Context: an optimization exercise on an open-source flow, tuned for small area. The choices shown serve that exercise and are no tape-out recipe.
RTL that was checked went through simulation tests only; none was proved equivalent to the original.
Power and IR drop assume default switching activity.

==> inputs of indigo <==
==> flow/design.v (excerpt) <==
module Top_FirFilter_Flex (
    input  wire        iClk12M,
    input  wire        iRsn,
    input  wire        iEnSample600k,
    input  wire        iCoeffUpdateFlag,
    input  wire        iCsnRam,
    input  wire        iWrnRam,
    input  wire [5:0]  iAddrRam,
    input  wire [15:0] iWrDtRam,
    input  wire [2:0]  iFirIn,
    output reg  [15:0] oFirOut
);
==> flow/config.mk <==
export PLATFORM = sky130hd
export DESIGN_NAME = Top_FirFilter_Flex
export DESIGN_NICKNAME = Top_FirFilter_Flex
export VERILOG_FILES = /design/flow/design.v
export SDC_FILE = /design/flow/constraint.sdc
export NUM_CORES = 4
export LEC_CHECK = 0
export ABC_AREA = 1
export CAP_MARGIN = 20
export CORE_MARGIN = 2
export CORE_UTILIZATION = 40
export GPL_TIMING_DRIVEN = 0
export SLEW_MARGIN = 20
==> flow/constraint.sdc <==
create_clock -name core_clock -period 10.0 [get_ports {iClk12M}]
set_input_delay 2.0000 -clock core_clock [delete_from_list [all_inputs] [get_ports {iClk12M}]]
set_output_delay 2.0000 -clock core_clock [all_outputs]
set_load 0.01 [all_outputs]
run.sh (not shown) runs the stock make flow with config.mk's settings and CLKGATE_MAP_FILE= SYNTH_SCRIPT=/design/flow/synth_recipe.tcl, a recipe that flattens the netlist after the stock synthesis.
==> tundra: changes against indigo <==
Settings changed: GPL_TIMING_DRIVEN 0 to unset.
==> summary of the runs <==
- In combinational power, indigo and tundra hardly differ.
- Non-clock buffer count: indigo is higher than tundra (171).
- Critical path depth: tundra is lower than indigo (2).
- Global-route usage: indigo is higher than tundra (1.5 points).
- Against tundra, the worst hold slack of indigo is higher by 0.014 ns.
- Against indigo, the via count of tundra is lower by about 3%.
==> figures <==
| item | indigo | tundra |
|---|---|---|
| Launching point of the worst reg2reg path | inst_Ring2.rMem[0][3]$_DFF_P_ | inst_Delay.oTap3[2]$_DFF_P_ |
| Antenna violations before repair | 3 | 5 |
| Transition time at the pin with the least slew margin | 1.20 ns | 1.11 ns |
| Cells after DPL | 5567 | 5407 |
| Result of the run | finished clean | finished clean |
| Power dissipated in combinational cells | 0.00103 W | 0.000998 W |
| Total global-route track usage | 23.4% | 21.9% |
| Switching share of total power | 27.2% | 27.1% |
| Clock latency (worst-skew pair) | 0.68 ns | 0.67 ns |
| Data required, critical path | 10.52 ns | 10.59 ns |
| Cell internal power dissipation | 0.00612 W | 0.00618 W |
| Placer's final routability congestion estimate | 0.962 | 0.970 |
| Routed length on met1 | 49300 um | 47300 um |
Function was not checked in any run of this note: the RTL went through the layout flow alone.

---

==> run A: inputs <==
Another version of the RTL of Top_FirFilter_Flex (not shown whole).
==> module DelayLine, before the edit <==
module DelayLine (
  input            iClk,
  input            iRsn,
  input            iShift,
  input      [2:0] iX,
  input      [3:0] iPh,
  output reg [2:0] oTap0,
  output reg [2:0] oTap1,
  output reg [2:0] oTap2,
  output reg [2:0] oTap3
);
  reg [2:0] rX [0:39];
  reg [2:0] rQ;     
  reg [3:0] rR;     
  integer k;
  always @(posedge iClk) begin
    if (iShift) begin
      rX[0] <= iX;
      for (k = 1; k < 40; k = k + 1)
        rX[k] <= rX[k - 1];
    end
  end
  always @(posedge iClk) begin
    if (!iRsn) begin
      rQ <= 3'd0;
      rR <= 4'd0;
    end else if (iShift && rQ != 3'd4) begin
      if (rR == 4'd9) begin
        rQ <= rQ + 3'd1;
        rR <= 4'd0;
      end else
        rR <= rR + 4'd1;
    end
  end
  wire [3:0] wWn = (iPh == 4'd0) ? 4'd0 : 4'd10 - iPh;
  wire [3:0] wJ  = wWn + {3'd0, ~iShift};
  reg [10:0] rOh;
  integer j;
  always @(*) begin
    for (j = 0; j < 11; j = j + 1)
      rOh[j] = (wJ == j);
  end
  wire wLt = (wJ <= rR);
  reg [2:0] rTap [0:3];
  reg       rVal;
  integer b;
  always @(*) begin
    for (b = 0; b < 4; b = b + 1) begin
      rTap[b] = (b == 0) ? (iX & {3{rOh[0]}}) : (rX[10 * b - 1] & {3{rOh[0]}});
      for (j = 1; j < 11; j = j + 1)
        rTap[b] = rTap[b] | (rX[10 * b + j - 1] & {3{rOh[j]}});
      if (rOh[0])
        rVal = (b == 0) || (b <= rQ);
      else
        rVal = (b < rQ) || ((b == rQ) && wLt);
      if (!rVal)
        rTap[b] = 3'd0;
    end
  end
  always @(posedge iClk) begin
    oTap0 <= rTap[0];
    oTap1 <= rTap[1];
    oTap2 <= rTap[2];
    oTap3 <= rTap[3];
  end
endmodule
==> module FirLane, before the edit <==
module FirLane (
  input             iClk,
  input             iClr,      
  input             iProc,     
  input             iLast,     
  input      [15:0] iC,
  input      [2:0]  iX,
  output reg [15:0] oAcc
);
  wire wXp3 = (iX == 3'b011);
  wire wXp2 = (iX == 3'b010);
  wire wXp1 = (iX == 3'b001);
  wire wXm1 = (iX == 3'b111);
  wire wXm2 = (iX == 3'b110);
  wire wXm3 = (iX == 3'b101);
  wire wXm4 = (iX == 3'b100);
  wire wP14 = ~iC[15] &  iC[14];                                       
  wire wN14 =  iC[15] & (~iC[14] | (iC[13:0] == 14'd0));               
  wire wP13 = ~iC[15] & (iC[14] | iC[13]);                             
  wire wN13 =  iC[15] & (~(iC[14] & iC[13]) | (iC[12:0] == 13'd0));    
  wire wG3  = ~iC[15] & (iC[14:0] >= 15'd10923);                       
  wire wL3  =  iC[15] & (~iC[14:0] >= 15'd10922);                      
  wire wM1  =  iC[15] & (iC[14:1] == 14'd0);                           
  wire wM0  =  wM1 & ~iC[0];                                           
  wire wX1  = ~iC[15] & (&iC[14:0]);                                   
  wire wOvP = (wXp2 & wP14) | (wXm2 & wN14) | (wXp3 & wG3) | (wXm3 & wL3) |
              (wXm4 & wN13) | (wXm1 & wM0);
  wire wOvN = (wXp1 & wM1) | (wXm1 & wX1) | (wXp2 & wN14) | (wXm2 & wP14) |
              (wXp3 & wL3) | (wXm3 & wG3) | (wXm4 & wP13);
  wire wOv  = wOvP | wOvN;
  wire wSel2 = ~wOv & iX[1];
  wire wSel4 = ~wOv & iX[2] & ~iX[1];
  wire wSelB = ~wOv & iX[0];
  wire wInvL = wOv ? wOvP : iX[2];     
  wire wInvH = wOv ? wOvN : iX[2];     
  wire wCin  = ~wOv & iX[2];
  wire [16:0] wC2 = {iC, 1'b0};
  wire [16:0] wC4 = {iC[14:0], 2'b00};
  wire [16:0] wC1 = {iC[15], iC};
  wire [16:0] wInv = {{2{wInvH}}, {15{wInvL}}};
  wire [16:0] wA = (({17{wSel2}} & wC2) | ({17{wSel4}} & wC4)) ^ wInv;
  wire [16:0] wB = {17{wSelB}} & wC1;
  wire [16:0] wAcc = {oAcc[15], oAcc};
  wire [16:0] wS1 = wAcc ^ wA ^ wB;
  wire [17:0] wC1s = {(wAcc & wA) | (wAcc & wB) | (wA & wB), wCin};
  wire [17:0] wCy;
  wire [16:0] wSum;
  assign wCy[0] = 1'b0;
  genvar i;
  generate
    for (i = 0; i < 17; i = i + 1) begin : gAdd
      assign wSum[i]  = wS1[i] ^ wC1s[i] ^ wCy[i];
      assign wCy[i+1] = (wS1[i] & wC1s[i]) | (wS1[i] & wCy[i]) | (wC1s[i] & wCy[i]);
    end
  endgenerate
  wire        wSat = iLast & (wSum[16] ^ wSum[15]);
  wire [15:0] wNext = wSat ? {wSum[16], {15{~wSum[16]}}} : wSum[15:0];
  always @(posedge iClk) begin
    if (iClr)
      oAcc <= 16'd0;
    else if (iProc)
      oAcc <= wNext;
  end
endmodule
clock: 10.0 ns
lec_check: 0
abc_area: 1
cap_margin: 20
core_margin: 2
core_utilization: 40
cts_cluster_diameter: 100
cts_cluster_size: 30
slew_margin: 20
==> run D: changes against run A <==
CORE_UTILIZATION = 55   (was 40)
GPL_TIMING_DRIVEN = 0   (was not set)
PLACE_DENSITY = 0.75   (was not set)
==> run X: changes against run A <==
--- a/flow/design.v
+++ b/flow/design.v
@@ -20,13 +20,12 @@
   input            iShift,
   input      [2:0] iX,
-  input      [3:0] iPh,
-  output reg [2:0] oTap0,
-  output reg [2:0] oTap1,
-  output reg [2:0] oTap2,
-  output reg [2:0] oTap3
+  input      [3:0] iPh,     
+  output     [2:0] oTap0,
+  output     [2:0] oTap1,
+  output     [2:0] oTap2,
+  output     [2:0] oTap3
 );
   reg [2:0] rX [0:39];
-  reg [2:0] rQ;     
-  reg [3:0] rR;     
+  reg [5:0] rCnt;
   integer k;
   always @(posedge iClk) begin
@@ -38,46 +37,34 @@
   end
   always @(posedge iClk) begin
-    if (!iRsn) begin
-      rQ <= 3'd0;
-      rR <= 4'd0;
-    end else if (iShift && rQ != 3'd4) begin
-      if (rR == 4'd9) begin
-        rQ <= rQ + 3'd1;
-        rR <= 4'd0;
-      end else
-        rR <= rR + 4'd1;
-    end
-  end
-  wire [3:0] wWn = (iPh == 4'd0) ? 4'd0 : 4'd10 - iPh;
-  wire [3:0] wJ  = wWn + {3'd0, ~iShift};
-  reg [10:0] rOh;
-  integer j;
-  always @(*) begin
-    for (j = 0; j < 11; j = j + 1)
-      rOh[j] = (wJ == j);
-  end
-  wire wLt = (wJ <= rR);
+    if (!iRsn)
+      rCnt <= 6'd0;
+    else if (iShift && rCnt != 6'd40)
+      rCnt <= rCnt + 6'd1;
+  end
+  wire [3:0] wW = 4'd9 - iPh;
   reg [2:0] rTap [0:3];
-  reg       rVal;
   integer b;
   always @(*) begin
     for (b = 0; b < 4; b = b + 1) begin
-      rTap[b] = (b == 0) ? (iX & {3{rOh[0]}}) : (rX[10 * b - 1] & {3{rOh[0]}});
-      for (j = 1; j < 11; j = j + 1)
-        rTap[b] = rTap[b] | (rX[10 * b + j - 1] & {3{rOh[j]}});
-      if (rOh[0])
-        rVal = (b == 0) || (b <= rQ);
-      else
-        rVal = (b < rQ) || ((b == rQ) && wLt);
-      if (!rVal)
+      case (iPh)
+        4'd9:    rTap[b] = rX[10 * b + 0];
+        4'd8:    rTap[b] = rX[10 * b + 1];
+        4'd7:    rTap[b] = rX[10 * b + 2];
+        4'd6:    rTap[b] = rX[10 * b + 3];
+        4'd5:    rTap[b] = rX[10 * b + 4];
+        4'd4:    rTap[b] = rX[10 * b + 5];
+        4'd3:    rTap[b] = rX[10 * b + 6];
+        4'd2:    rTap[b] = rX[10 * b + 7];
+        4'd1:    rTap[b] = rX[10 * b + 8];
+        default: rTap[b] = rX[10 * b + 9];
+      endcase
+      if ({2'b00, wW} + 10 * b >= rCnt)
         rTap[b] = 3'd0;
     end
   end
-  always @(posedge iClk) begin
-    oTap0 <= rTap[0];
-    oTap1 <= rTap[1];
-    oTap2 <= rTap[2];
-    oTap3 <= rTap[3];
-  end
+  assign oTap0 = rTap[0];
+  assign oTap1 = rTap[1];
+  assign oTap2 = rTap[2];
+  assign oTap3 = rTap[3];
 endmodule
 `timescale 1ns/10ps
@@ -98,13 +85,13 @@
   wire wXm3 = (iX == 3'b101);
   wire wXm4 = (iX == 3'b100);
-  wire wP14 = ~iC[15] &  iC[14];                                       
-  wire wN14 =  iC[15] & (~iC[14] | (iC[13:0] == 14'd0));               
-  wire wP13 = ~iC[15] & (iC[14] | iC[13]);                             
-  wire wN13 =  iC[15] & (~(iC[14] & iC[13]) | (iC[12:0] == 13'd0));    
-  wire wG3  = ~iC[15] & (iC[14:0] >= 15'd10923);                       
-  wire wL3  =  iC[15] & (~iC[14:0] >= 15'd10922);                      
-  wire wM1  =  iC[15] & (iC[14:1] == 14'd0);                           
-  wire wM0  =  wM1 & ~iC[0];                                           
-  wire wX1  = ~iC[15] & (&iC[14:0]);                                   
+  wire wP14 = ~iC[15] &  iC[14];                        
+  wire wN14 =  iC[15] & (~iC[14] | (iC[13:0] == 14'd0));  
+  wire wP13 = ~iC[15] & (iC[14] | iC[13]);              
+  wire wN13 =  iC[15] & (~(iC[14] & iC[13]) | (iC[12:0] == 13'd0));  
+  wire wG3  = ~iC[15] & (iC[14:0] >= 15'd10923);        
+  wire wL3  =  iC[15] & (~iC[14:0] >= 15'd10922);       
+  wire wM1  =  iC[15] & (iC[14:1] == 14'd0);            
+  wire wM0  =  wM1 & ~iC[0];                            
+  wire wX1  = ~iC[15] & (&iC[14:0]);                    
   wire wOvP = (wXp2 & wP14) | (wXm2 & wN14) | (wXp3 & wG3) | (wXm3 & wL3) |
               (wXm4 & wN13) | (wXm1 & wM0);
@@ -112,16 +99,17 @@
               (wXp3 & wL3) | (wXm3 & wG3) | (wXm4 & wP13);
   wire wOv  = wOvP | wOvN;
-  wire wSel2 = ~wOv & iX[1];
-  wire wSel4 = ~wOv & iX[2] & ~iX[1];
-  wire wSelB = ~wOv & iX[0];
-  wire wInvL = wOv ? wOvP : iX[2];     
-  wire wInvH = wOv ? wOvN : iX[2];     
-  wire wCin  = ~wOv & iX[2];
-  wire [16:0] wC2 = {iC, 1'b0};
-  wire [16:0] wC4 = {iC[14:0], 2'b00};
+  wire wSel2 = wXp3 | wXp2 | wXm2;
+  wire wSel4 = wXm3 | wXm4;
+  wire wNegA = wXm2 | wXm3 | wXm4;
+  wire wSelB = wXp3 | wXp1 | wXm3 | wXm1;
+  wire wNegB = wXm1;
+  wire [16:0] wC2 = {iC[15], iC, 1'b0};
+  wire [16:0] wC4 = {iC, 2'b00};
   wire [16:0] wC1 = {iC[15], iC};
-  wire [16:0] wInv = {{2{wInvH}}, {15{wInvL}}};
-  wire [16:0] wA = (({17{wSel2}} & wC2) | ({17{wSel4}} & wC4)) ^ wInv;
-  wire [16:0] wB = {17{wSelB}} & wC1;
+  wire [16:0] wK  = wOvP ? 17'h07FFF : 17'h18000;
+  wire [16:0] wA = wOv ? wK :
+                   (({17{wSel2}} & wC2) | ({17{wSel4}} & wC4)) ^ {17{wNegA}};
+  wire [16:0] wB = wOv ? 17'd0 : (({17{wSelB}} & wC1) ^ {17{wNegB}});
+  wire        wCin = ~wOv & (wNegA | wNegB);
   wire [16:0] wAcc = {oAcc[15], oAcc};
   wire [16:0] wS1 = wAcc ^ wA ^ wB;
CTS_CLUSTER_DIAMETER = not set   (was 100)
CTS_CLUSTER_SIZE = not set   (was 30)
==> comparison table <==
item                                                                                             run X                          run D                           run A
Port Buf Inserts                                                                                    46                             45                              46
Layout clock buffer count                                                                          117                             40                              46
Area share of and/or/nand/nor cells after synthesis                                              18.1%                          16.1%                           16.1%
Placed inst area                                                                          41,600 sq um                   38,100 sq um                    39,300 sq um
Post-Synthesis Mean Instance Area                                                           8.54 sq um                     8.84 sq um                      8.84 sq um
Slew @ Worst Pin                                                                               1.13 ns                        1.04 ns                         1.10 ns
Count of routing violations after the opening detailed-route iteration                           2,499                          3,153                           2,427
Relative slew slack                                                                              24.6%                          30.5%                           26.9%
Result of the run                                                     no timing/DRC/antenna violations  no timing/DRC/antenna violations  no timing/DRC/antenna violations
Floorplan row count                                                                                113                             94                             110
Total standard cell area after synthesis                                                  38,400 sq um                   36,400 sq um                    36,400 sq um
Total of plain and repair buffers excluding clock buffers                                          297                            328                             291
Setup slack after layout                                                                      0.134 ns                       0.325 ns                        0.455 ns
Power density of the placed cells                                                          232 nW/um^2                    175 nW/um^2                     175 nW/um^2
Met1 Routed Length                                                                           51,700 um                      44,000 um                       48,300 um
Sink of the worst hold path                                             inst_Ring3.rMem[4][13]$_DFF_P_  inst_Ring3.rMem[1][0]$_DFF_P_  inst_Ring0.rMem[4][10]$_DFF_P_
Register area                                                                             18,300 sq um                   18,600 sq um                    18,600 sq um
Area share of buffers outside the clock network                                                  5.65%                          4.86%                           5.84%
Resized Gates After CTS                                                                             36                            137                              53
Global router's overall resource usage                                                           21.6%                          29.1%                           20.7%
Multiplexer area fraction after synthesis                                                           0%                        0.0618%                         0.0618%
Net switching power of the design                                                              3.53 mW                        2.10 mW                         2.10 mW
Startpoint of the worst hold path                                       inst_Ring3.rMem[5][13]$_DFF_P_  inst_Ring3.rMem[2][0]$_DFF_P_  inst_Ring0.rMem[5][10]$_DFF_P_

port drivers added, routing unchanged:
The results above use ideal ports. As a check the final layouts listed here were re-extracted and re-timed, cells and wires unchanged. Step 1 sets driving cells, clkbuf_16 on the clock port and buf_2 on the other inputs (assumed; they add their load-dependent delay and slew). Step 2 times the ports against the registers' clock, not the clock port: input delays grow and output delays shrink by t, the midpoint of the rising clock arrivals with the driver on. a / b / c = no drivers / after step 1 / after step 2; a / b = the first two.
run	t (ns)	slack for setup (ns)	worst slew at a driven data input, ns
indigo	0.715	0.392 / 0.392 / 0.392	0.04
tundra	0.714	0.430 / 0.430 / 0.430	0.04
run A	0.666	0.455 / 0.455 / 0.455	0.04
run D	0.673	0.325 / 0.325 / 0.325	0.04
run X	0.734	0.134 / 0.134 / 0.134	0.05
After both steps every run listed still meets setup and hold.
